This is an optimization exercise on Yosys and OpenROAD, whose aim is small area, a short achievable clock period and few clock cycles per item, not a production implementation. No run shown here included a check of the RTL's function; only the layout flow was run. Power is estimated from default activity; no workload was simulated.

==> flow/design.v, too long to show whole: its modules and the start of the top module <==
// module tag: 1257 lines
// module rsdp_tag: 29 lines
module rsdp_tag (
   input          clk,
   input          rst,
   input          start,
   input          csel,
   input          ssel,
   input  [237:0] b,
   input  [237:0] a,
   input  [135:0] y,
   input  [135:0] x,
   input  [6:0]   e,
   output         ready,
   output         done,
   output [6:0]   u
);
  // ...
==> flow/flow/run.sh <==
#!/bin/bash
# Standard ORFS layout (the standard.sh, unchanged synthesis), with the
# port buffers that global placement inserts made from buf_1 cells instead of
# the default delay buffers. Every input and output port still gets a buffer.
set -euo pipefail
export BUFFER_PORTS_ARGS="-buffer_cell sky130_fd_sc_hd__buf_1"
bash standard.sh > orfs_make.log 2>&1
==> flow/standard.sh <==
#!/bin/bash
# synth_recipe.tcl (not shown) runs the flow's synth.tcl, then flattens the netlist and writes it again
# the make line also repeats each setting of config.mk as NAME=value (left out here)
make -C /OpenROAD-flow-scripts/flow DESIGN_CONFIG=/design/flow/config.mk WORK_HOME=/design/flow/orfs CLKGATE_MAP_FILE= SYNTH_SCRIPT=/design/flow/synth_recipe.tcl "${@:-finish}"
==> flow/config.mk <==
export PLATFORM = sky130hd
export DESIGN_NAME = rsdp_tag
export DESIGN_NICKNAME = rsdp_tag
export VERILOG_FILES = /design/flow/design.v
export SDC_FILE = /design/flow/constraint.sdc
export NUM_CORES = 4
export LEC_CHECK = 0
export CAP_MARGIN = 20
export CORE_MARGIN = 2
export CORE_UTILIZATION = 35
export SETUP_SLACK_MARGIN = 4.5
export SLEW_MARGIN = 20
==> flow/constraint.sdc <==
create_clock -name core_clock -period 8.0 [get_ports {clk}]
set_input_delay 1.6000 -clock core_clock [delete_from_list [all_inputs] [get_ports {clk}]]
set_output_delay 1.6000 -clock core_clock [all_outputs]
set_load 0.01 [all_outputs]
==> metrics.md, run 1 <==
| Metric | Value |
|---|---|
| CP Max Fanout | 1 |
| Post-DP Area | 0.0301 mm² |
| Hold EP | vld[1]$_SDFF_PP0_ |
| Setup ws final | 4.31 ns |
| GR Layer Usage met3 | 0.0240 |
| Worst min path class | reg -> reg |
| Sw power | 8430 µW |
| DRC viols | 0 |
| Clk pwr | 1550 µW |
| CP Launch Point | core.q1_2_25$_DFF_P_ |
| Number of enable flip-flop cells after synthesis | 0 |
| Gate power share | 0.771 |
| Tap Cells | 978 |
| Startpoint Class | register |
| Peak Freq | 0.271 GHz |
| Status | timing/DRC/antenna clean |
| Worst hold stages | 1 |
| Hpwl dp | 65.9 mm |
| Initial antenna violation count | 4 |
| Port buffer count | 767 |
| Largest register FFs | 7 |
| Ys flop type | dfxtp_1 |
| Total sequential power | 2450 µW |
| Synth Area in Simple Gates | 0.00315 |
| Total die area | 0.0782 mm² |
| Fraction of area in registers | 0.181 |
| Number of cells on the critical path | 10 |
| Gates resized, CTS repair | 108 |
| Placed Instances | 4,011 |
| Wirelength per Cell | 18.2 µm |
| Crit-path most repeated cell | fa_2 |
| Cell taking the most area after synthesis | mux2i_1 |
| Tot Pwr | 17,400 µW |
| Number of diodes | 4 |
| # fillers | 7,470 |
| Via-to-Cell Ratio | 4.53 |
| Setup violators final | 0 |
| # hold bufs at CTS | 0 |
| Internal Pwr Total | 9000 µW |
| Slew at the pin closest to its max-slew limit | 1.00 ns |
| Adder-cell share of the synthesized area | 0.177 |
| Multi-input comb cells | 1,607 |
==> inputs of run 2 (changes only) <==
--- a/flow/design.v
+++ b/flow/design.v
@@ -253,40 +253,54 @@
    reg q1_6_31;
    reg q1_6_32;
    reg q1_6_33;
    reg q1_6_34;
    reg q2_0_0;
    reg q2_0_1;
    reg q2_0_2;
    reg q2_0_3;
+   reg q2_0_4;
+   reg q2_0_5;
    reg q2_1_0;
    reg q2_1_1;
    reg q2_1_2;
    reg q2_1_3;
+   reg q2_1_4;
+   reg q2_1_5;
    reg q2_2_0;
    reg q2_2_1;
    reg q2_2_2;
    reg q2_2_3;
+   reg q2_2_4;
+   reg q2_2_5;
    reg q2_3_0;
    reg q2_3_1;
    reg q2_3_2;
    reg q2_3_3;
+   reg q2_3_4;
+   reg q2_3_5;
    reg q2_4_0;
    reg q2_4_1;
    reg q2_4_2;
    reg q2_4_3;
+   reg q2_4_4;
+   reg q2_4_5;
    reg q2_5_0;
    reg q2_5_1;
    reg q2_5_2;
    reg q2_5_3;
+   reg q2_5_4;
+   reg q2_5_5;
    reg q2_6_0;
    reg q2_6_1;
    reg q2_6_2;
    reg q2_6_3;
+   reg q2_6_4;
+   reg q2_6_5;
    reg [6:0] ur;
    wire [6:0] c0 = csel ? a[6:0] : b[6:0];
    wire [3:0] k0 = ssel ? x[3:0] : y[3:0];
    wire [6:0] n0 = c0 ^ {7{k0[3]}};
    wire [6:0] r0a = k0[0] ? {n0[5:0], n0[6]} : n0;
    wire [6:0] r0b = k0[1] ? {r0a[4:0], r0a[6:5]} : r0a;
    wire [6:0] t0 = k0[2] ? {r0b[2:0], r0b[6:3]} : r0b;
    wire [6:0] c1 = csel ? a[13:7] : b[13:7];
@@ -888,72 +902,72 @@
    wire s5_5_0 = o4_4_0 ^ o4_4_1 ^ o4_4_2;
    wire o5_5_0 = (o4_4_0 & o4_4_1) | (o4_4_0 & o4_4_2) | (o4_4_1 & o4_4_2);
    wire s5_5_1 = s4_5_0 ^ s4_5_1 ^ s4_5_2;
    wire o5_5_1 = (s4_5_0 & s4_5_1) | (s4_5_0 & s4_5_2) | (s4_5_1 & s4_5_2);
    wire s5_6_0 = o4_5_0 ^ o4_5_1 ^ o4_5_2;
    wire o5_6_0 = (o4_5_0 & o4_5_1) | (o4_5_0 & o4_5_2) | (o4_5_1 & o4_5_2);
    wire s5_6_1 = s4_6_0 ^ s4_6_1 ^ s4_6_2;
    wire o5_6_1 = (s4_6_0 & s4_6_1) | (s4_6_0 & s4_6_2) | (s4_6_1 & s4_6_2);
-   wire s6_0_0 = s5_0_0 ^ s5_0_1 ^ o4_6_1;
-   wire o6_0_0 = (s5_0_0 & s5_0_1) | (s5_0_0 & o4_6_1) | (s5_0_1 & o4_6_1);
-   wire s6_0_1 = o4_6_2 ^ o5_6_0 ^ o5_6_1;
-   wire o6_0_1 = (o4_6_2 & o5_6_0) | (o4_6_2 & o5_6_1) | (o5_6_0 & o5_6_1);
-   wire s6_1_0 = o5_0_0 ^ o5_0_1 ^ s5_1_0;
-   wire o6_1_0 = (o5_0_0 & o5_0_1) | (o5_0_0 & s5_1_0) | (o5_0_1 & s5_1_0);
-   wire s6_1_1 = s5_1_1 ^ s3_1_4 ^ s2_1_7;
-   wire o6_1_1 = (s5_1_1 & s3_1_4) | (s5_1_1 & s2_1_7) | (s3_1_4 & s2_1_7);
-   wire s6_2_0 = o5_1_0 ^ o5_1_1 ^ s5_2_0;
-   wire o6_2_0 = (o5_1_0 & o5_1_1) | (o5_1_0 & s5_2_0) | (o5_1_1 & s5_2_0);
-   wire s6_2_1 = s5_2_1 ^ s3_2_4 ^ s2_2_7;
-   wire o6_2_1 = (s5_2_1 & s3_2_4) | (s5_2_1 & s2_2_7) | (s3_2_4 & s2_2_7);
-   wire s6_3_0 = o5_2_0 ^ o5_2_1 ^ s5_3_0;
-   wire o6_3_0 = (o5_2_0 & o5_2_1) | (o5_2_0 & s5_3_0) | (o5_2_1 & s5_3_0);
-   wire s6_3_1 = s5_3_1 ^ s3_3_4 ^ s2_3_7;
-   wire o6_3_1 = (s5_3_1 & s3_3_4) | (s5_3_1 & s2_3_7) | (s3_3_4 & s2_3_7);
-   wire s6_4_0 = o5_3_0 ^ o5_3_1 ^ s5_4_0;
-   wire o6_4_0 = (o5_3_0 & o5_3_1) | (o5_3_0 & s5_4_0) | (o5_3_1 & s5_4_0);
-   wire s6_4_1 = s5_4_1 ^ s3_4_4 ^ s2_4_7;
-   wire o6_4_1 = (s5_4_1 & s3_4_4) | (s5_4_1 & s2_4_7) | (s3_4_4 & s2_4_7);
-   wire s6_5_0 = o5_4_0 ^ o5_4_1 ^ s5_5_0;
-   wire o6_5_0 = (o5_4_0 & o5_4_1) | (o5_4_0 & s5_5_0) | (o5_4_1 & s5_5_0);
-   wire s6_5_1 = s5_5_1 ^ s3_5_4 ^ s2_5_7;
-   wire o6_5_1 = (s5_5_1 & s3_5_4) | (s5_5_1 & s2_5_7) | (s3_5_4 & s2_5_7);
-   wire s6_6_0 = o5_5_0 ^ o5_5_1 ^ s5_6_0;
-   wire o6_6_0 = (o5_5_0 & o5_5_1) | (o5_5_0 & s5_6_0) | (o5_5_1 & s5_6_0);
-   wire s6_6_1 = s5_6_1 ^ s3_6_4 ^ s2_6_7;
-   wire o6_6_1 = (s5_6_1 & s3_6_4) | (s5_6_1 & s2_6_7) | (s3_6_4 & s2_6_7);
-   wire s7_0_0 = q2_0_0 ^ q2_0_1 ^ q2_0_2;
-   wire o7_0_0 = (q2_0_0 & q2_0_1) | (q2_0_0 & q2_0_2) | (q2_0_1 & q2_0_2);
-   wire s7_1_0 = q2_1_0 ^ q2_1_1 ^ q2_1_2;
-   wire o7_1_0 = (q2_1_0 & q2_1_1) | (q2_1_0 & q2_1_2) | (q2_1_1 & q2_1_2);
-   wire s7_2_0 = q2_2_0 ^ q2_2_1 ^ q2_2_2;
-   wire o7_2_0 = (q2_2_0 & q2_2_1) | (q2_2_0 & q2_2_2) | (q2_2_1 & q2_2_2);
-   wire s7_3_0 = q2_3_0 ^ q2_3_1 ^ q2_3_2;
-   wire o7_3_0 = (q2_3_0 & q2_3_1) | (q2_3_0 & q2_3_2) | (q2_3_1 & q2_3_2);
-   wire s7_4_0 = q2_4_0 ^ q2_4_1 ^ q2_4_2;
-   wire o7_4_0 = (q2_4_0 & q2_4_1) | (q2_4_0 & q2_4_2) | (q2_4_1 & q2_4_2);
-   wire s7_5_0 = q2_5_0 ^ q2_5_1 ^ q2_5_2;
-   wire o7_5_0 = (q2_5_0 & q2_5_1) | (q2_5_0 & q2_5_2) | (q2_5_1 & q2_5_2);
-   wire s7_6_0 = q2_6_0 ^ q2_6_1 ^ q2_6_2;
-   wire o7_6_0 = (q2_6_0 & q2_6_1) | (q2_6_0 & q2_6_2) | (q2_6_1 & q2_6_2);
-   wire s8_0_0 = s7_0_0 ^ q2_0_3 ^ o7_6_0;
-   wire o8_0_0 = (s7_0_0 & q2_0_3) | (s7_0_0 & o7_6_0) | (q2_0_3 & o7_6_0);
-   wire s8_1_0 = o7_0_0 ^ s7_1_0 ^ q2_1_3;
-   wire o8_1_0 = (o7_0_0 & s7_1_0) | (o7_0_0 & q2_1_3) | (s7_1_0 & q2_1_3);
-   wire s8_2_0 = o7_1_0 ^ s7_2_0 ^ q2_2_3;
-   wire o8_2_0 = (o7_1_0 & s7_2_0) | (o7_1_0 & q2_2_3) | (s7_2_0 & q2_2_3);
-   wire s8_3_0 = o7_2_0 ^ s7_3_0 ^ q2_3_3;
-   wire o8_3_0 = (o7_2_0 & s7_3_0) | (o7_2_0 & q2_3_3) | (s7_3_0 & q2_3_3);
-   wire s8_4_0 = o7_3_0 ^ s7_4_0 ^ q2_4_3;
-   wire o8_4_0 = (o7_3_0 & s7_4_0) | (o7_3_0 & q2_4_3) | (s7_4_0 & q2_4_3);
-   wire s8_5_0 = o7_4_0 ^ s7_5_0 ^ q2_5_3;
-   wire o8_5_0 = (o7_4_0 & s7_5_0) | (o7_4_0 & q2_5_3) | (s7_5_0 & q2_5_3);
-   wire s8_6_0 = o7_5_0 ^ s7_6_0 ^ q2_6_3;
-   wire o8_6_0 = (o7_5_0 & s7_6_0) | (o7_5_0 & q2_6_3) | (s7_6_0 & q2_6_3);
+   wire s6_0_0 = q2_0_0 ^ q2_0_1 ^ q2_0_2;
+   wire o6_0_0 = (q2_0_0 & q2_0_1) | (q2_0_0 & q2_0_2) | (q2_0_1 & q2_0_2);
+   wire s6_0_1 = q2_0_3 ^ q2_0_4 ^ q2_0_5;
+   wire o6_0_1 = (q2_0_3 & q2_0_4) | (q2_0_3 & q2_0_5) | (q2_0_4 & q2_0_5);
+   wire s6_1_0 = q2_1_0 ^ q2_1_1 ^ q2_1_2;
+   wire o6_1_0 = (q2_1_0 & q2_1_1) | (q2_1_0 & q2_1_2) | (q2_1_1 & q2_1_2);
+   wire s6_1_1 = q2_1_3 ^ q2_1_4 ^ q2_1_5;
+   wire o6_1_1 = (q2_1_3 & q2_1_4) | (q2_1_3 & q2_1_5) | (q2_1_4 & q2_1_5);
+   wire s6_2_0 = q2_2_0 ^ q2_2_1 ^ q2_2_2;
+   wire o6_2_0 = (q2_2_0 & q2_2_1) | (q2_2_0 & q2_2_2) | (q2_2_1 & q2_2_2);
+   wire s6_2_1 = q2_2_3 ^ q2_2_4 ^ q2_2_5;
+   wire o6_2_1 = (q2_2_3 & q2_2_4) | (q2_2_3 & q2_2_5) | (q2_2_4 & q2_2_5);
+   wire s6_3_0 = q2_3_0 ^ q2_3_1 ^ q2_3_2;
+   wire o6_3_0 = (q2_3_0 & q2_3_1) | (q2_3_0 & q2_3_2) | (q2_3_1 & q2_3_2);
+   wire s6_3_1 = q2_3_3 ^ q2_3_4 ^ q2_3_5;
+   wire o6_3_1 = (q2_3_3 & q2_3_4) | (q2_3_3 & q2_3_5) | (q2_3_4 & q2_3_5);
+   wire s6_4_0 = q2_4_0 ^ q2_4_1 ^ q2_4_2;
+   wire o6_4_0 = (q2_4_0 & q2_4_1) | (q2_4_0 & q2_4_2) | (q2_4_1 & q2_4_2);
+   wire s6_4_1 = q2_4_3 ^ q2_4_4 ^ q2_4_5;
+   wire o6_4_1 = (q2_4_3 & q2_4_4) | (q2_4_3 & q2_4_5) | (q2_4_4 & q2_4_5);
+   wire s6_5_0 = q2_5_0 ^ q2_5_1 ^ q2_5_2;
+   wire o6_5_0 = (q2_5_0 & q2_5_1) | (q2_5_0 & q2_5_2) | (q2_5_1 & q2_5_2);
+   wire s6_5_1 = q2_5_3 ^ q2_5_4 ^ q2_5_5;
+   wire o6_5_1 = (q2_5_3 & q2_5_4) | (q2_5_3 & q2_5_5) | (q2_5_4 & q2_5_5);
+   wire s6_6_0 = q2_6_0 ^ q2_6_1 ^ q2_6_2;
+   wire o6_6_0 = (q2_6_0 & q2_6_1) | (q2_6_0 & q2_6_2) | (q2_6_1 & q2_6_2);
+   wire s6_6_1 = q2_6_3 ^ q2_6_4 ^ q2_6_5;
+   wire o6_6_1 = (q2_6_3 & q2_6_4) | (q2_6_3 & q2_6_5) | (q2_6_4 & q2_6_5);
+   wire s7_0_0 = s6_0_0 ^ s6_0_1 ^ o6_6_0;
+   wire o7_0_0 = (s6_0_0 & s6_0_1) | (s6_0_0 & o6_6_0) | (s6_0_1 & o6_6_0);
+   wire s7_1_0 = o6_0_0 ^ o6_0_1 ^ s6_1_0;
+   wire o7_1_0 = (o6_0_0 & o6_0_1) | (o6_0_0 & s6_1_0) | (o6_0_1 & s6_1_0);
+   wire s7_2_0 = o6_1_0 ^ o6_1_1 ^ s6_2_0;
+   wire o7_2_0 = (o6_1_0 & o6_1_1) | (o6_1_0 & s6_2_0) | (o6_1_1 & s6_2_0);
+   wire s7_3_0 = o6_2_0 ^ o6_2_1 ^ s6_3_0;
+   wire o7_3_0 = (o6_2_0 & o6_2_1) | (o6_2_0 & s6_3_0) | (o6_2_1 & s6_3_0);
+   wire s7_4_0 = o6_3_0 ^ o6_3_1 ^ s6_4_0;
+   wire o7_4_0 = (o6_3_0 & o6_3_1) | (o6_3_0 & s6_4_0) | (o6_3_1 & s6_4_0);
+   wire s7_5_0 = o6_4_0 ^ o6_4_1 ^ s6_5_0;
+   wire o7_5_0 = (o6_4_0 & o6_4_1) | (o6_4_0 & s6_5_0) | (o6_4_1 & s6_5_0);
+   wire s7_6_0 = o6_5_0 ^ o6_5_1 ^ s6_6_0;
+   wire o7_6_0 = (o6_5_0 & o6_5_1) | (o6_5_0 & s6_6_0) | (o6_5_1 & s6_6_0);
+   wire s8_0_0 = s7_0_0 ^ o6_6_1 ^ o7_6_0;
+   wire o8_0_0 = (s7_0_0 & o6_6_1) | (s7_0_0 & o7_6_0) | (o6_6_1 & o7_6_0);
+   wire s8_1_0 = o7_0_0 ^ s7_1_0 ^ s6_1_1;
+   wire o8_1_0 = (o7_0_0 & s7_1_0) | (o7_0_0 & s6_1_1) | (s7_1_0 & s6_1_1);
+   wire s8_2_0 = o7_1_0 ^ s7_2_0 ^ s6_2_1;
+   wire o8_2_0 = (o7_1_0 & s7_2_0) | (o7_1_0 & s6_2_1) | (s7_2_0 & s6_2_1);
+   wire s8_3_0 = o7_2_0 ^ s7_3_0 ^ s6_3_1;
+   wire o8_3_0 = (o7_2_0 & s7_3_0) | (o7_2_0 & s6_3_1) | (s7_3_0 & s6_3_1);
+   wire s8_4_0 = o7_3_0 ^ s7_4_0 ^ s6_4_1;
+   wire o8_4_0 = (o7_3_0 & s7_4_0) | (o7_3_0 & s6_4_1) | (s7_4_0 & s6_4_1);
+   wire s8_5_0 = o7_4_0 ^ s7_5_0 ^ s6_5_1;
+   wire o8_5_0 = (o7_4_0 & s7_5_0) | (o7_4_0 & s6_5_1) | (s7_5_0 & s6_5_1);
+   wire s8_6_0 = o7_5_0 ^ s7_6_0 ^ s6_6_1;
+   wire o8_6_0 = (o7_5_0 & s7_6_0) | (o7_5_0 & s6_6_1) | (s7_6_0 & s6_6_1);
    wire g0_ = s8_0_0 & o8_6_0;
    wire p0_ = s8_0_0 ^ o8_6_0;
    wire g1_ = o8_0_0 & s8_1_0;
    wire p1_ = o8_0_0 ^ s8_1_0;
    wire g2_ = o8_1_0 & s8_2_0;
    wire p2_ = o8_1_0 ^ s8_2_0;
    wire g3_ = o8_2_0 & s8_3_0;
    wire p3_ = o8_2_0 ^ s8_3_0;
@@ -1213,44 +1227,58 @@
       q1_6_27 <= t27[6];
       q1_6_28 <= t28[6];
       q1_6_29 <= t29[6];
       q1_6_30 <= t30[6];
       q1_6_31 <= t31[6];
       q1_6_32 <= t32[6];
       q1_6_33 <= t33[6];
       q1_6_34 <= e[6];
-      q2_0_0 <= s6_0_0;
-      q2_0_1 <= s6_0_1;
-      q2_0_2 <= o6_6_0;
-      q2_0_3 <= o6_6_1;
-      q2_1_0 <= o6_0_0;
-      q2_1_1 <= o6_0_1;
-      q2_1_2 <= s6_1_0;
-      q2_1_3 <= s6_1_1;
-      q2_2_0 <= o6_1_0;
-      q2_2_1 <= o6_1_1;
-      q2_2_2 <= s6_2_0;
-      q2_2_3 <= s6_2_1;
-      q2_3_0 <= o6_2_0;
-      q2_3_1 <= o6_2_1;
-      q2_3_2 <= s6_3_0;
-      q2_3_3 <= s6_3_1;
-      q2_4_0 <= o6_3_0;
-      q2_4_1 <= o6_3_1;
-      q2_4_2 <= s6_4_0;
-      q2_4_3 <= s6_4_1;
-      q2_5_0 <= o6_4_0;
-      q2_5_1 <= o6_4_1;
-      q2_5_2 <= s6_5_0;
-      q2_5_3 <= s6_5_1;
-      q2_6_0 <= o6_5_0;
-      q2_6_1 <= o6_5_1;
-      q2_6_2 <= s6_6_0;
-      q2_6_3 <= s6_6_1;
+      q2_0_0 <= s5_0_0;
+      q2_0_1 <= s5_0_1;
+      q2_0_2 <= o4_6_1;
+      q2_0_3 <= o4_6_2;
+      q2_0_4 <= o5_6_0;
+      q2_0_5 <= o5_6_1;
+      q2_1_0 <= o5_0_0;
+      q2_1_1 <= o5_0_1;
+      q2_1_2 <= s5_1_0;
+      q2_1_3 <= s5_1_1;
+      q2_1_4 <= s3_1_4;
+      q2_1_5 <= s2_1_7;
+      q2_2_0 <= o5_1_0;
+      q2_2_1 <= o5_1_1;
+      q2_2_2 <= s5_2_0;
+      q2_2_3 <= s5_2_1;
+      q2_2_4 <= s3_2_4;
+      q2_2_5 <= s2_2_7;
+      q2_3_0 <= o5_2_0;
+      q2_3_1 <= o5_2_1;
+      q2_3_2 <= s5_3_0;
+      q2_3_3 <= s5_3_1;
+      q2_3_4 <= s3_3_4;
+      q2_3_5 <= s2_3_7;
+      q2_4_0 <= o5_3_0;
+      q2_4_1 <= o5_3_1;
+      q2_4_2 <= s5_4_0;
+      q2_4_3 <= s5_4_1;
+      q2_4_4 <= s3_4_4;
+      q2_4_5 <= s2_4_7;
+      q2_5_0 <= o5_4_0;
+      q2_5_1 <= o5_4_1;
+      q2_5_2 <= s5_5_0;
+      q2_5_3 <= s5_5_1;
+      q2_5_4 <= s3_5_4;
+      q2_5_5 <= s2_5_7;
+      q2_6_0 <= o5_5_0;
+      q2_6_1 <= o5_5_1;
+      q2_6_2 <= s5_6_0;
+      q2_6_3 <= s5_6_1;
+      q2_6_4 <= s3_6_4;
+      q2_6_5 <= s2_6_7;
       ur[0] <= u_sum[0];
       ur[1] <= u_sum[1];
       ur[2] <= u_sum[2];
       ur[3] <= u_sum[3];
       ur[4] <= u_sum[4];
       ur[5] <= u_sum[5];
       ur[6] <= u_sum[6];
    end
==> run 2 against run 1 <==
  * Final cell count down 0.52%
  * Clock skew decreased by 0.0090 ns
  * Global-route usage up 0.83 points
  * Hold slack about the same
  * Non-clock buffer count unchanged
  * Largest power group unchanged
==> metrics.md, run 2 <==
| Metric | Value |
|---|---|
| Synth Register Bits | 297 (was 283) |
| Routing usage on met2 | 0.349 (was 0.329) |
| Total grt overflow | 0 (unchanged) |
| Worst-path clk slew | 0.06 ns (about the same) |
| Hpwl dp | 69.1 mm (was 65.9 mm) |
| Min cycle time layout | 3.49 ns (was 3.69 ns) |
| Root Driver | clkbuf_16 (unchanged) |
| Synth Net Count | 3,354 (was 3,373) |
| Vias in the first global route | 19,900 (was 19,600) |
| Post-synth cell types | 32 (was 30) |
| CP required | 8.40 ns (was 8.50 ns) |
| Vias | 18,700 (was 18,500) |
| CP Launch Point | ssel (was core.q1_2_25$_DFF_P_) |
| Worst R2R End | core.ur[4]$_DFF_P_ (was core.q2_3_3$_DFF_P_) |
| Worst setup EP type | register (unchanged) |
| Synth top area cells | mux2i_1 36%, dfxtp_1 22%, fa_1 17% (was mux2i_1 36%, dfxtp_1 21%, fa_1 17%) |
| Ys async rst share | 0 (unchanged) |
| Die X | 281 µm (was 280 µm) |
| GP Congestion | 0.890 (was 0.872) |
| Met1 GRT Util | 0.247 (was 0.234) |
| Sw power | 7650 µW (was 8430 µW) |
| Max Cap Violations | 0 (unchanged) |
| DRC viols | 0 (unchanged) |
| Busiest grt layer | met2 (unchanged) |
| Register area share after synthesis | 0.222 (was 0.213) |
| RSZ-0062 raised after global routing | false (was true) |
| Total die area | 0.0787 mm² (was 0.0782 mm²) |
| Initial Util | 0.353 (was 0.352) |
| Pwr dens | 507 mW/mm² (was 553 mW/mm²) |
| Setup TNS | 0 ns (unchanged) |
| Synthesized area | 0.0268 mm² (was 0.0266 mm²) |
| Slew at the pin closest to its max-slew limit | 0.958 ns (was 1.00 ns) |
| Global-route wire length before repair | 114 mm (was 110 mm) |
| Startpoint Class | primary input (was register) |
| CTS sink count | 297 (was 283) |
| Period utilisation layout | 0.436 (was 0.462) |
| Via-to-Cell Ratio | 4.61 (was 4.53) |
| Fin util | 0.417 (about the same) |
| Port buffer count | 767 (unchanged) |
| Largest register FFs | 7 (unchanged) |
| Gr usage total | 0.193 (was 0.185) |
| Flop2flop setup slack | 4.60 ns (was 4.31 ns) |
| Number of enable flip-flop cells after synthesis | 0 (unchanged) |
| Largest regs | core.ur: 7 flops, vld: 3 flops (unchanged) |
| Die height | 281 µm (was 280 µm) |
| TritonCTS clock tree | yes (unchanged) |
| Post-CTS Setup Inserts | 0 (unchanged) |
| Worst min path class | reg -> reg (unchanged) |
| Cell taking the most area after synthesis | mux2i_1 (unchanged) |
| Wirelength per Cell | 19.5 µm (was 18.2 µm) |
| Gate power share | 0.735 (was 0.771) |
| Top-count cell post-synth | mux2i_1 (unchanged) |
| Status | timing/DRC/antenna clean (unchanged) |
| Detailed Routing Iterations Pass 1 | 5 (was 4) |
| Core ar. | 0.0758 mm² (was 0.0756 mm²) |
| Peak Freq | 0.287 GHz (was 0.271 GHz) |
| Post-route clock skew | 0.0188 ns (was 0.0278 ns) |
| Top-area cell type share of the netlist area | 0.356 (was 0.359) |
| Mapped Cells | 2,350 (was 2,375) |
| # hold bufs at CTS | 0 (unchanged) |
| Commonest non-fill, non-tap cells in the layout | 952 x mux2i_1, 765 x buf_1, 322 x inv_1, 297 x dfxtp_1, 243 x xnor2_1 (was 952 x mux2i_1, 765 x buf_1, 297 x inv_1, 256 x dfxtp_1, 243 x xnor2_1) |
| Ys flop type | dfxtp_1 (unchanged) |
| Clk buf depth | 3 (unchanged) |
| Htree depth | 2 (unchanged) |
| Clock Latency Late Sink | 0.55 ns (about the same) |
| Setup crit end | core.q1_2_26$_DFF_P_ (was core.q2_3_3$_DFF_P_) |
| Initial antenna violation count | 5 (was 4) |
| Largest net degree at the start of global routing | 108 (was 106) |
| Placement Rows | 101 (unchanged) |
| Reg2reg start | core.q2_0_2$_DFF_P_ (was core.q1_2_25$_DFF_P_) |
| Final hold vios | 0 (unchanged) |
| WL final | 79.1 mm (was 74.3 mm) |
| GR Layer Usage met3 | 0.0197 (was 0.0240) |
| Max-slew violation count | 0 (unchanged) |
| Tot Pwr | 16,000 µW (was 17,400 µW) |
| Clock share of power | 0.109 (was 0.089) |
| Nets | 4,053 (was 4,067) |
| P_leak | 0.0144 µW (was 0.0143 µW) |
| Most common cell after layout, fill and taps aside | mux2i_1 (unchanged) |
| WS Path Type | in -> reg (was reg -> reg) |
| Share of layout cells above drive strength 1 | 0.0673 (was 0.124) |
| Routed Antenna Nets | 0 (unchanged) |
| Sw frac | 0.477 (was 0.484) |
| Peak supply drop | 806 µV (was 718 µV) |
| FF-to-FF path depth | 11 (was 10) |
| Share of power burned in registers | 0.157 (was 0.141) |
| CTS buffer count | 38 (was 34) |
| # IOs | 769 (unchanged) |
| Commonest cells in the netlist | 952 x mux2i_1, 322 x inv_1, 297 x dfxtp_1, 244 x xnor2_1, 231 x fa_1 (was 952 x mux2i_1, 371 x inv_1, 283 x dfxtp_1, 243 x xnor2_1, 231 x fa_1) |
| CP Max Fanout | 72 (was 1) |
| Max-Slew Margin vs Limit | 0.361 (was 0.330) |
| WP data arrival | 3.89 ns (was 4.19 ns) |
| Internal Pwr Total | 8400 µW (was 9000 µW) |
| Setup violators final | 0 (unchanged) |
| Synth Area per Inst | 11.4 µm² (was 11.2 µm²) |
| Layout Area Growth over Synthesis | 18.2% (was 18.6%) |
| Largest reg by FF count | core.ur (unchanged) |
| Detailed Route Iter0 Violations | 578 (was 572) |
| Synth warn | 2 (unchanged) |
[run 2: changes by cell type after synthesis, sizes merged, moves of 2 or more]
cell,previous run,this run
o221ai,0,2
dfxtp,283,297
buf,95,93
ha,7,13
a21oi,8,14
nand4,4,1
inv,371,322
nand3,3,1
[run 2: cells by family after synthesis]
logic type / after synthesis / share of synthesized area
AOI/OAI and AO/OA: 28 / 0.00640
xor gates and xnor gates: 245 / 0.0801
adders and majority gates: 244 / 0.179
buffers and inverters: 435 / 0.0696
DFF: 297 / 0.222
muxes: 1088 / 0.440
other: 1 / 0.000140
and+or+nand+nor: 12 / 0.00252
[run 2: cell type report]
cell class | instances | area (µm²)
repair buffers | 772 | 3010
flip-flops and latches | 297 | 5950
fillers | 7458 | 44200
well taps | 978 | 1220
multi-input cells | 1618 | 19000
inverters | 322 | 1210
diodes | 2 | 5.00
clock buffers | 48 | 1060
clock inverters | 18 | 216
[run 2: critical path: stages]
cell and delay, ns:
clkbuf_4 0.24, buf_12 0.43, mux2i_4 0.52, xnor2_1 0.23
mux2i_1 0.15, mux2i_1 0.24, mux2i_1 0.13
[run 2: worst min path at each step]
stage                      startpoint                end  slack [ns]  cells after the start
finish              vld[1]$_SDFF_PP0_  vld[2]$_SDFF_PP0_        0.44                      1
global route        vld[0]$_SDFF_PP0_  vld[1]$_SDFF_PP0_        0.47                      1
CTS                 vld[1]$_SDFF_PP0_  vld[2]$_SDFF_PP0_        0.45                      1
detailed placement  vld[1]$_SDFF_PP0_  vld[2]$_SDFF_PP0_        0.45                      1
global placement    vld[0]$_SDFF_PP0_  vld[1]$_SDFF_PP0_        0.42                      1
floorplan           vld[0]$_SDFF_PP0_  vld[1]$_SDFF_PP0_        0.41                      1
[run 2: per-layer routing]
layer  wire length [µm]  vias to the layer above
met3               2900                       66
met2              40300                      436
li1                   -                     9239
met4               1440                        2
met5                 13                        -
met1              34400                     8932
[run 2: power by group through the flow]
stage | Sequential [µW] | Clock, µW | Combinational [µW]
floorplan | 2450 | 0 | 8220
global placement | 2550 | 0 | 11600
detailed placement | 2540 | 0 | 11800
CTS | 2520 | 1800 | 11900
global route | 2570 | 1860 | 13500
finish | 2510 | 1740 | 11800
[run 2: metrics by stage]
step | worst slack (ns) | instances | hold slack (ns) | instance area [µm²]
after floorplan | 4.79 | 2350 | 0.414 | 26800
after global placement | 3.95 | 3986 | 0.417 | 30300
after detailed placement | 3.94 | 3986 | 0.449 | 30300
after CTS | 4.51 | 4052 | 0.450 | 31600
after global routing | 4.46 | 4055 | 0.473 | 31600
final | 4.51 | 4055 | 0.440 | 31600
[run 2: repair_timing]
item,4_1_cts,5_1_grt
setup endpoints to repair,0,150
resized for setup,0,7
hold endpoints to repair,0,0
==> inputs of run 3 (changes only) <==
--- a/flow/config.mk
+++ b/flow/config.mk
@@ -9,4 +9,4 @@
 export CORE_MARGIN = 2
 export CORE_UTILIZATION = 35
-export SETUP_SLACK_MARGIN = 4.5
+export SETUP_SLACK_MARGIN = 5
 export SLEW_MARGIN = 20
==> run 3 against run 2 <==
  * Highest routed layer unchanged
  * Maximum frequency is 7.8% higher
  * Clock power is 9.8% higher
  * Clock skew is 0.00053 ns higher
==> metrics.md, run 3 <==
| Metric | Value |
|---|---|
| Critical path buffers and inverters | 2 (unchanged) |
| Setup violators final | 0 (unchanged) |
| # fillers | 7,333 (was 7,458) |
| Wirelength per Cell | 20.0 µm (was 19.5 µm) |
| Top-count cell post-synth | mux2i_1 (unchanged) |
| Synth top area cells | mux2i_1 36%, dfxtp_1 22%, fa_1 17% (unchanged) |
| Detailed Routing Iterations Pass 1 | 4 (was 5) |
| Worst-path cell chain | inv_1 -> fa_1 -> fa_2 -> fa_1 -> inv_1 -> ha_4 -> a21o_1 -> a21oi_2 -> nor2_1 -> or3_4 -> xnor2_2 (was clkbuf_4 -> buf_12 -> mux2i_4 -> xnor2_1 -> mux2i_1 -> mux2i_1 -> mux2i_1) |
| Die height | 281 µm (unchanged) |
| Startpoint Class | register (was primary input) |
| Initial Util | 0.353 (unchanged) |
| Synth Register Bits | 297 (unchanged) |
| Register area share after synthesis | 0.222 (unchanged) |
| Ys async rst share | 0 (unchanged) |
| Post-synth cell types | 32 (unchanged) |
| Synth Net Count | 3,354 (unchanged) |
| Hpwl dp | 68.4 mm (was 69.1 mm) |
| Slowest CP cell | fa_1 (was mux2i_4) |
| Final hold vios | 0 (unchanged) |
| Slew at the pin closest to its max-slew limit | 0.684 ns (was 0.958 ns) |
| Number of enable flip-flop cells after synthesis | 0 (unchanged) |
| Largest net degree at the start of global routing | 54 (was 108) |
| WL final | 81.9 mm (was 79.1 mm) |
| CTS buffer count | 37 (was 38) |
| Reg2reg start | core.q2_5_0$_DFF_P_ (was core.q2_0_2$_DFF_P_) |
| # IOs | 769 (unchanged) |
| Status | timing/DRC/antenna clean (unchanged) |
| Commonest non-fill, non-tap cells in the layout | 950 x mux2i_1, 765 x buf_1, 264 x dfxtp_1, 251 x inv_1, 241 x xnor2_1 (was 952 x mux2i_1, 765 x buf_1, 322 x inv_1, 297 x dfxtp_1, 243 x xnor2_1) |
| Share of layout cells above drive strength 1 | 0.146 (was 0.0673) |
| Worst setup EP type | register (unchanged) |
| Die X | 281 µm (unchanged) |
| Synth Area per Inst | 11.4 µm² (unchanged) |
| # hold bufs at CTS | 0 (unchanged) |
| Synthesized area | 0.0268 mm² (unchanged) |
| Largest register FFs | 7 (unchanged) |
| Mapped Cells | 2,350 (unchanged) |
| Root Driver | clkbuf_16 (unchanged) |
| TritonCTS clock tree | yes (unchanged) |
| CTS sink count | 297 (unchanged) |
| Max Cap Violations | 0 (unchanged) |
| CP top delay family | adder cells (was multiplexers) |
| Pwr dens | 592 mW/mm² (was 507 mW/mm²) |
| Max-slew violation count | 0 (unchanged) |
| Cell taking the most area after synthesis | mux2i_1 (unchanged) |
| Via-to-Cell Ratio | 4.60 (was 4.61) |
| Vias | 18,800 (was 18,700) |
| Layout Area Growth over Synthesis | 22.3% (was 18.2%) |
| Largest reg by FF count | core.ur (unchanged) |
| Clk buf depth | 3 (unchanged) |
| Placement Rows | 101 (unchanged) |
| Clock Latency Late Sink | 0.55 ns (about the same) |
| Worst-path clk slew | 0.06 ns (about the same) |
| Max-Slew Margin vs Limit | 0.535 (was 0.361) |
| WP data arrival | 3.67 ns (was 3.89 ns) |
| Ys flop type | dfxtp_1 (unchanged) |
| Total die area | 0.0787 mm² (unchanged) |
| WS Path Type | reg -> reg (was in -> reg) |
| Worst min path class | reg -> reg (unchanged) |
| Vias in the first global route | 19,600 (was 19,900) |
| Period utilisation layout | 0.404 (was 0.436) |
| Nets | 4,087 (was 4,053) |
| Largest regs | core.ur: 7 flops, vld: 3 flops (unchanged) |
| GP Congestion | 0.857 (was 0.890) |
| Total grt overflow | 0 (unchanged) |
| Top-area cell type share of the netlist area | 0.356 (unchanged) |
| Most common cell after layout, fill and taps aside | mux2i_1 (unchanged) |
| Hold Path Origin | vld[1]$_SDFF_PP0_ (unchanged) |
| Fin util | 0.432 (was 0.417) |
| Detailed Route Iter0 Violations | 720 (was 578) |
| WHS | 0.439 ns (was 0.440 ns) |
| P_leak | 0.0147 µW (was 0.0144 µW) |
| RSZ-0062 raised after global routing | true (was false) |
| Initial antenna violation count | 4 (was 5) |
| Peak supply drop | 1050 µV (was 806 µV) |
| Min cycle time layout | 3.24 ns (was 3.49 ns) |
| Port buffer count | 767 (unchanged) |
| Gr usage total | 0.196 (was 0.193) |
| Commonest cells in the netlist | 952 x mux2i_1, 322 x inv_1, 297 x dfxtp_1, 244 x xnor2_1, 231 x fa_1 (unchanged) |
| Slowest cell delay on critical path | 0.57 ns (was 0.52 ns) |
| Global-route wire length before repair | 115 mm (was 114 mm) |
| DRC viols | 0 (unchanged) |
| CP Max Fanout | 5 (was 72) |
| Core ar. | 0.0758 mm² (unchanged) |
| Synth warn | 2 (unchanged) |
| Setup TNS | 0 ns (unchanged) |
| CP required | 8.44 ns (was 8.40 ns) |
| Htree depth | 2 (unchanged) |
| CP Launch Point | core.q2_5_0$_DFF_P_ (was ssel) |
| Peak Freq | 0.309 GHz (was 0.287 GHz) |
| Post-route clock skew | 0.0193 ns (was 0.0188 ns) |
| Routed Antenna Nets | 0 (unchanged) |
## run 3: final timing paths
path                                            to  slack [ns]  cells after the start
worst max-delay path            core.ur[5]$_DFF_P_        4.76                     11
worst min-delay path             vld[2]$_SDFF_PP0_        0.44                      1
worst min register to register   vld[2]$_SDFF_PP0_        0.44                      1
worst max register to register  core.ur[5]$_DFF_P_        4.76                     11
## run 3: worst reg2reg max path, stage by stage (launching register included)
cell and delay, ns:
dfxtp_1 0.31, inv_1 0.06, fa_1 0.57, fa_2 0.46
fa_1 0.52, inv_1 0.10, ha_4 0.19, a21o_1 0.18
a21oi_2 0.16, nor2_1 0.05, or3_4 0.38, xnor2_2 0.15
## run 3: cells by family (layout without fill, tap and decap cells)
kind of cell | after synthesis | after routing | synth area share
AOI/OAI and AO/OA | 28 | 28 | 0.00640
xor gates and xnor gates | 245 | 245 | 0.0801
adders and majority gates | 244 | 244 | 0.179
buffers and inverters | 435 | 1196 | 0.0696
DFF | 297 | 297 | 0.222
muxes | 1088 | 1088 | 0.440
other | 1 | 3 | 0.000140
and+or+nand+nor | 12 | 12 | 0.00252
## run 3: power breakdown
| group | switching [µW] | internal (µW) |
|---|---|---|
| Clock | 672 | 1230 |
| Combinational | 7940 | 7010 |
| Sequential | 258 | 2270 |
## run 3: final cells by class
class                   instances  area [µm²]  share of cell area
repair buffers                807        3520               0.108
multi-input cells            1618       19400               0.592
well taps                     978        1220              0.0374
clock inverters                14         290             0.00886
diodes                          2        5.00            0.000153
flip-flops and latches        297        5990               0.183
inverters                     322        1210              0.0370
clock buffers                  53        1120              0.0342
## run 3: metrics by stage
step / instance area, µm² / cells / worst slack (ns) / power [µW]
CTS: 32300 / 4070 / 4.80 / 18300
global route: 32700 / 4091 / 4.65 / 21300
detailed placement: 30300 / 3988 / 3.75 / 14500
finish: 32700 / 4091 / 4.76 / 19400
global placement: 30300 / 3988 / 3.79 / 14400
floorplan: 26900 / 2350 / 4.88 / 10900
## run 3: timing repair
action / CTS / global route
pin swaps: 89 / 53
setup buffers: 11 / 13
resized for setup: 149 / 82
gates cloned: 4 / 6
endpoints found under the setup margin: 271 / 215
## run 3: layer usage
metal  global-route usage  up-vias  routed length, µm
met4               0.0428        4               1650
met1                0.253     8914              36100
li1                     -     9321                  -
met5                    0        -                 27
met3               0.0269       91               3600
met2                0.346      502              40500

==> static timing again, ports no longer ideal <==
The flow's constraints put no driver on any port. The routed layouts listed below were extracted and timed again, unchanged, in two steps. Step 1: set_driving_cell puts a clkbuf_16 on clk and a buf_2 on each other input, an assumption about the parent block. Step 2 moves the port delays by t, midway between the first and last clock arrival at a register: inputs arrive t later, outputs are due t later. That takes back most of the time a late clock gives input paths. a / b / c = no drivers / after step 1 / after step 2; a / b = the first two.
run	shift t [ns]	setup WS [ns]	latest minus earliest clock arrival (ns)	worst data-port slew with drivers (ns)
run 1	0.599	4.306 / 4.306 / 4.076	0.027 / 0.028	0.11
run 2	0.592	4.512 / 4.546 / 3.954	0.020 / 0.020	0.15
run 3	0.603	4.764 / 4.764 / 4.268	0.020 / 0.021	0.27
After both steps every run listed still meets setup and hold. The setup slack of run 2, which loses most, moves by +0.034 ns with the drivers and by -0.558 ns with both steps.
